From an optimization exercise on the open Yosys and OpenROAD flow, aimed at small area, a short achievable clock period and few clock cycles; shortcuts taken in it are not production practice.
Power figures rest on the tool's default switching activity, not on a simulated workload.

old:
==> flow/design.v <==
module geofence ( clk,reset,X,Y,valid,is_inside);
input clk;
input reset;
input [9:0] X;
input [9:0] Y;
output reg valid;
output reg is_inside;
localparam FIRST = 2'd0, USCAN = 2'd1, WSCAN = 2'd2, MULW = 2'd3;
reg [3:0] cnt;
reg [9:0] px, py;        
reg [21:0] q5;           
reg [29:0] q4;           
reg [25:0] q3, q2, q1, q0;   
reg [15:0] m;            
reg [1:0] st;
reg pass;                
reg two;
reg [3:0] rs;            
reg [2:0] pcnt;          
reg [2:0] wcnt;          
reg have_u, have_w, more;
reg [3:0] bcnt;          
reg signed [10:0] ux, uy, wx, wy;
reg signed [12:0] acc, d;
reg done, res;           
function [10:0] sub10;
    input [9:0] a, b;
    reg [10:0] g, p, gn, pn;
    integer l, j;
    begin
        g = {a & ~b, 1'b1};
        p = {~(a ^ b), 1'b0};
        for (l = 1; l < 16; l = l * 2) begin
            for (j = 0; j < 11; j = j + 1) begin
                if (j >= l) begin
                    gn[j] = g[j] | (p[j] & g[j-l]);
                    pn[j] = p[j] & p[j-l];
                end else begin
                    gn[j] = g[j];
                    pn[j] = p[j];
                end
            end
            g = gn;
            p = pn;
        end
        sub10 = {~g[10], ~(a ^ b) ^ g[9:0]};
    end
endfunction
wire signed [10:0] dx = sub10(X, px);
wire signed [10:0] dy = sub10(Y, py);
wire signed [10:0] vx = q5[21:11];
wire signed [10:0] vy = q5[10:0];
wire signed [12:0] ex = vx;
wire signed [12:0] ey = vy;
wire [7:0] b;
assign b[0] = vy > 11'sd0;                   
assign b[1] = 2 * ey >= ex;                  
assign b[2] = ey >= ex;                      
assign b[3] = ey >= 2 * ex;                  
assign b[4] = vx <= 11'sd0;                  
assign b[5] = ey + 2 * ex <= 13'sd0;         
assign b[6] = ey + ex <= 13'sd0;             
assign b[7] = 2 * ey + ex <= 13'sd0;         
function [15:0] onehot;
    input [7:0] c;
    integer n;
    begin
        for (n = 0; n < 7; n = n + 1) begin
            onehot[n] = c[n] & ~c[n+1];
            onehot[n+8] = ~c[n] & c[n+1];
        end
        onehot[7] = c[7] & c[0];
        onehot[15] = ~c[7] & ~c[0];
    end
endfunction
function [3:0] encode;
    input [15:0] h;
    begin
        encode[0] = h[1] | h[3] | h[5] | h[7] | h[9] | h[11] | h[13] | h[15];
        encode[1] = h[2] | h[3] | h[6] | h[7] | h[10] | h[11] | h[14] | h[15];
        encode[2] = h[4] | h[5] | h[6] | h[7] | h[12] | h[13] | h[14] | h[15];
        encode[3] = |h[15:8];
    end
endfunction
wire [15:0] h4 = onehot(q4[29:22]);
wire [15:0] me = m | h4;
genvar k;
wire [15:0] z = ~me;
wire [31:0] zz = {z, z};
wire [15:0] r7, r8;
generate
    for (k = 0; k < 16; k = k + 1) begin : g_run
        assign r7[k] = &zz[k+6:k];
        assign r8[k] = &zz[k+7:k];
    end
endgenerate
wire out = |r8;
wire amb = ~out & (|r7);
wire lo = |r7[7:0];
wire [3:0] s = encode(lo ? {8'd0, r7[7:0]} : r7);
wire in_i = (q0[25:22] == rs);
wire in_j = (q0[25:22] == {~rs[3], rs[2:0]});
wire signed [10:0] qx = q0[21:11];
wire signed [10:0] qy = q0[10:0];
wire lastbit = (bcnt == 4'd10);
wire mdone = (bcnt == 4'd12);
wire yb = (st == WSCAN) ? qy[0] : wy[0];
wire xb = (st == WSCAN) ? qx[0] : wx[0];
wire signed [12:0] ta = (lastbit ? xb : yb) ? (lastbit ? uy : ux) : 11'sd0;
wire signed [12:0] tb = (lastbit ? yb : xb) ? (lastbit ? ux : uy) : 11'sd0;
wire signed [12:0] sum = acc + d;
wire nonneg = ~acc[12];
wire slow = (cnt == 4'd9) & ~valid;
always @(posedge clk or posedge reset) begin
    if (reset) begin
        cnt <= 4'd0;
        valid <= 1'b0;
    end else begin
        if (cnt == 4'd8) begin
            cnt <= 4'd9;
            valid <= ~amb;
        end else if (cnt == 4'd9) begin
            if (valid) begin
                cnt <= 4'd0;
                valid <= 1'b0;
            end else if (done)
                valid <= 1'b1;
        end else
            cnt <= cnt + 4'd1;
    end
end
task finish_run;
    input outside;
    begin
        if (outside & two & ~pass) begin
            pass <= 1'b1;
            rs[3] <= ~rs[3];
            st <= FIRST;
            pcnt <= 3'd0;
            have_u <= 1'b0;
            have_w <= 1'b0;
            more <= 1'b0;
            bcnt <= 4'd15;
        end
    end
endtask
always @(posedge clk) begin
    if (cnt == 4'd0) begin
        px <= X;
        py <= Y;
    end
    q5 <= (cnt >= 4'd7) ? q0[21:0] : {dx, dy};
    q4 <= {b, q5};
    q3 <= {encode({h4[14:0], h4[15]}), q4[21:0]};
    q2 <= q3; q1 <= q2; q0 <= q1;
    if (cnt == 4'd3)
        m <= h4;
    else if ((cnt >= 4'd4) & (cnt <= 4'd8))
        m <= me;
    if (cnt == 4'd8)
        is_inside <= ~out;
    else if (done)
        is_inside <= res;
end
always @(*) begin
    done = 1'b0;
    res = 1'b0;
    if (slow) begin
        case (st)
        FIRST: if ((pcnt == 3'd6) & mdone) begin
                if (nonneg)
                    res = 1'b1;
                if (nonneg | ~more)
                    done = ~(two & ~pass & ~nonneg);
            end
        USCAN: if (pcnt == 3'd6) done = ~(two & ~pass);
        MULW: if (mdone & nonneg) begin
                done = 1'b1;
                res = 1'b1;
            end
        default: ;
        endcase
    end
end
always @(posedge clk) begin
    if (~slow) begin
        rs <= s;
        two <= lo & (|r7[15:8]);
        st <= FIRST;
        pass <= 1'b0;
        pcnt <= 3'd0;
        have_u <= 1'b0;
        have_w <= 1'b0;
        more <= 1'b0;
        bcnt <= 4'd15;
    end else begin
        if ((bcnt <= 4'd11) | (st == WSCAN))
            d <= ta - tb;
        if (bcnt <= 4'd11) begin
            bcnt <= bcnt + 4'd1;
            wx <= wx >>> 1;
            wy <= wy >>> 1;
            if (bcnt == 4'd0)
                acc <= 13'sd0;
            else if (bcnt == 4'd11)
                acc <= sum;
            else
                acc <= sum >>> 1;
        end
        case (st)
        FIRST: begin
            if (pcnt != 3'd6) begin
                pcnt <= pcnt + 3'd1;
                if (in_i) begin
                    if (~have_u) begin
                        ux <= qx;
                        uy <= qy;
                        have_u <= 1'b1;
                    end else
                        more <= 1'b1;
                end
                if (in_j) begin
                    if (~have_w) begin
                        wx <= qx;
                        wy <= qy;
                        have_w <= 1'b1;
                    end else
                        more <= 1'b1;
                end
            end
            if (have_u & have_w & (bcnt == 4'd15))
                bcnt <= 4'd0;
            if ((pcnt == 3'd6) & mdone) begin
                if (nonneg)
                    finish_run(1'b0);
                else if (~more)
                    finish_run(1'b1);
                else begin
                    st <= USCAN;
                    pcnt <= 3'd0;
                end
            end
        end
        USCAN: begin
            if (pcnt == 3'd6)
                finish_run(1'b1);
            else begin
                pcnt <= pcnt + 3'd1;
                if (in_i) begin
                    ux <= qx;
                    uy <= qy;
                    wcnt <= 3'd0;
                    st <= WSCAN;
                end
            end
        end
        WSCAN: begin
            wcnt <= wcnt + 3'd1;
            if (in_j) begin
                wx <= qx >>> 1;
                wy <= qy >>> 1;
                acc <= 13'sd0;
                bcnt <= 4'd1;
                st <= MULW;
            end else if (wcnt == 3'd5)
                st <= USCAN;
        end
        MULW: begin
            if (mdone) begin
                if (nonneg)
                    finish_run(1'b0);
                else
                    st <= (wcnt == 3'd6) ? USCAN : WSCAN;
            end
        end
        endcase
    end
end
endmodule
clock: 8.0 ns
lec_check: 0
abc_clock_period_in_ps: 2500
cap_margin: 20
core_margin: 2
core_utilization: 40
setup_slack_margin: 5.0
slew_margin: 20
run.sh (not shown) runs the stock make flow with config.mk's settings and CLKGATE_MAP_FILE= SYNTH_SCRIPT=/design/flow/synth_recipe.tcl, a recipe that flattens the netlist after the stock synthesis.
diff inputs: old => new
-- flow/design.v --
<<< old, line 105
wire lastbit = (bcnt == 4'd10);
wire mdone = (bcnt == 4'd12);
wire yb = (st == WSCAN) ? qy[0] : wy[0];
wire xb = (st == WSCAN) ? qx[0] : wx[0];
wire signed [12:0] ta = (lastbit ? xb : yb) ? (lastbit ? uy : ux) : 11'sd0;
wire signed [12:0] tb = (lastbit ? yb : xb) ? (lastbit ? ux : uy) : 11'sd0;
wire signed [12:0] sum = acc + d;
wire nonneg = ~acc[12];
>>> new, line 105
wire lastbit = (bcnt == 4'd10);
wire mdone = (bcnt == 4'd12);
wire wtake = (st == WSCAN) & in_j;
wire yb = wtake ? qy[0] : wy[0];
wire xb = wtake ? qx[0] : wx[0];
wire signed [12:0] ta = yb ? ux : 13'sd0;
wire signed [12:0] tb = xb ? uy : 13'sd0;
wire signed [12:0] sum = acc + d;
wire nonneg = ~acc[12];
<<< old, line 195
        bcnt <= 4'd15;
    end else begin
        if ((bcnt <= 4'd11) | (st == WSCAN))
            d <= ta - tb;
        if (bcnt <= 4'd11) begin
            bcnt <= bcnt + 4'd1;
            wx <= wx >>> 1;
            wy <= wy >>> 1;
>>> new, line 196
        bcnt <= 4'd15;
    end else begin
        if (bcnt <= 4'd11) begin
            bcnt <= bcnt + 4'd1;
            d <= lastbit ? (tb - ta) : (ta - tb);
            wx <= wx >>> 1;
            wy <= wy >>> 1;
<<< old, line 260
                wx <= qx >>> 1;
                wy <= qy >>> 1;
                acc <= 13'sd0;
                bcnt <= 4'd1;
>>> new, line 260
                wx <= qx >>> 1;
                wy <= qy >>> 1;
                d <= ta - tb;
                acc <= 13'sd0;
                bcnt <= 4'd1;
Findings:
[compare] base=old new=new: register-to-register path setup slack shrank by 990 ps, maximum achievable frequency shrank by about 25%, power shrank by 0.18 mW, synthesized area shrank by 1.7%, area added between synthesis and finish grew by 2.3 points.
Measured against each other, old and new differ in clock-buffer cell count, the higher figure coming from old.
From old to new the numbers moved as follows: cell area essentially unchanged, buffering stage count on the worst path with inverters included decreased 1, share of the core filled with cells increased 0.59 points, part of the cycle the worst path needs increased 12 points.
new — worst setup margin 990 ps lower, old as reference
Function was not checked in any run of this note: the RTL went through the layout flow alone.

-- separate check: timing with driven ports --
In the flow no input, the clock included, has a driving cell. The finished layouts below were timed again as built, in two steps. Step 1 (the two cells are an assumption about what drives the block):
set clk [get_ports {clk}]
set_driving_cell -lib_cell sky130_fd_sc_hd__clkbuf_16 $clk
set_driving_cell -lib_cell sky130_fd_sc_hd__buf_2 [delete_from_list [all_inputs] $clk]
Step 2 also shifts input and output timing later by t, the mid clock arrival at the registers, as if the neighbouring blocks saw the same clock. Slacks: no drivers / after step 1 / after step 2; pairs: no drivers / after step 1.
| run | t (ns) | setup WS [ns] | worst setup path after step 2 | slew at the worst register clock pin (ns) | pins driven straight from the clock port |
|---|---|---|---|---|---|
| old | 0.610 | 4.938 / 4.938 / 4.386 | input to register | 0.07 / 0.07 | 1 |
| new | 0.611 | 3.944 / 3.944 / 3.944 | register to register | 0.07 / 0.07 | 1 |
After both steps every run listed still meets setup and hold. For old, which loses most, drivers alone change the setup slack by 0.000 ns; drivers and shift together by -0.552 ns.
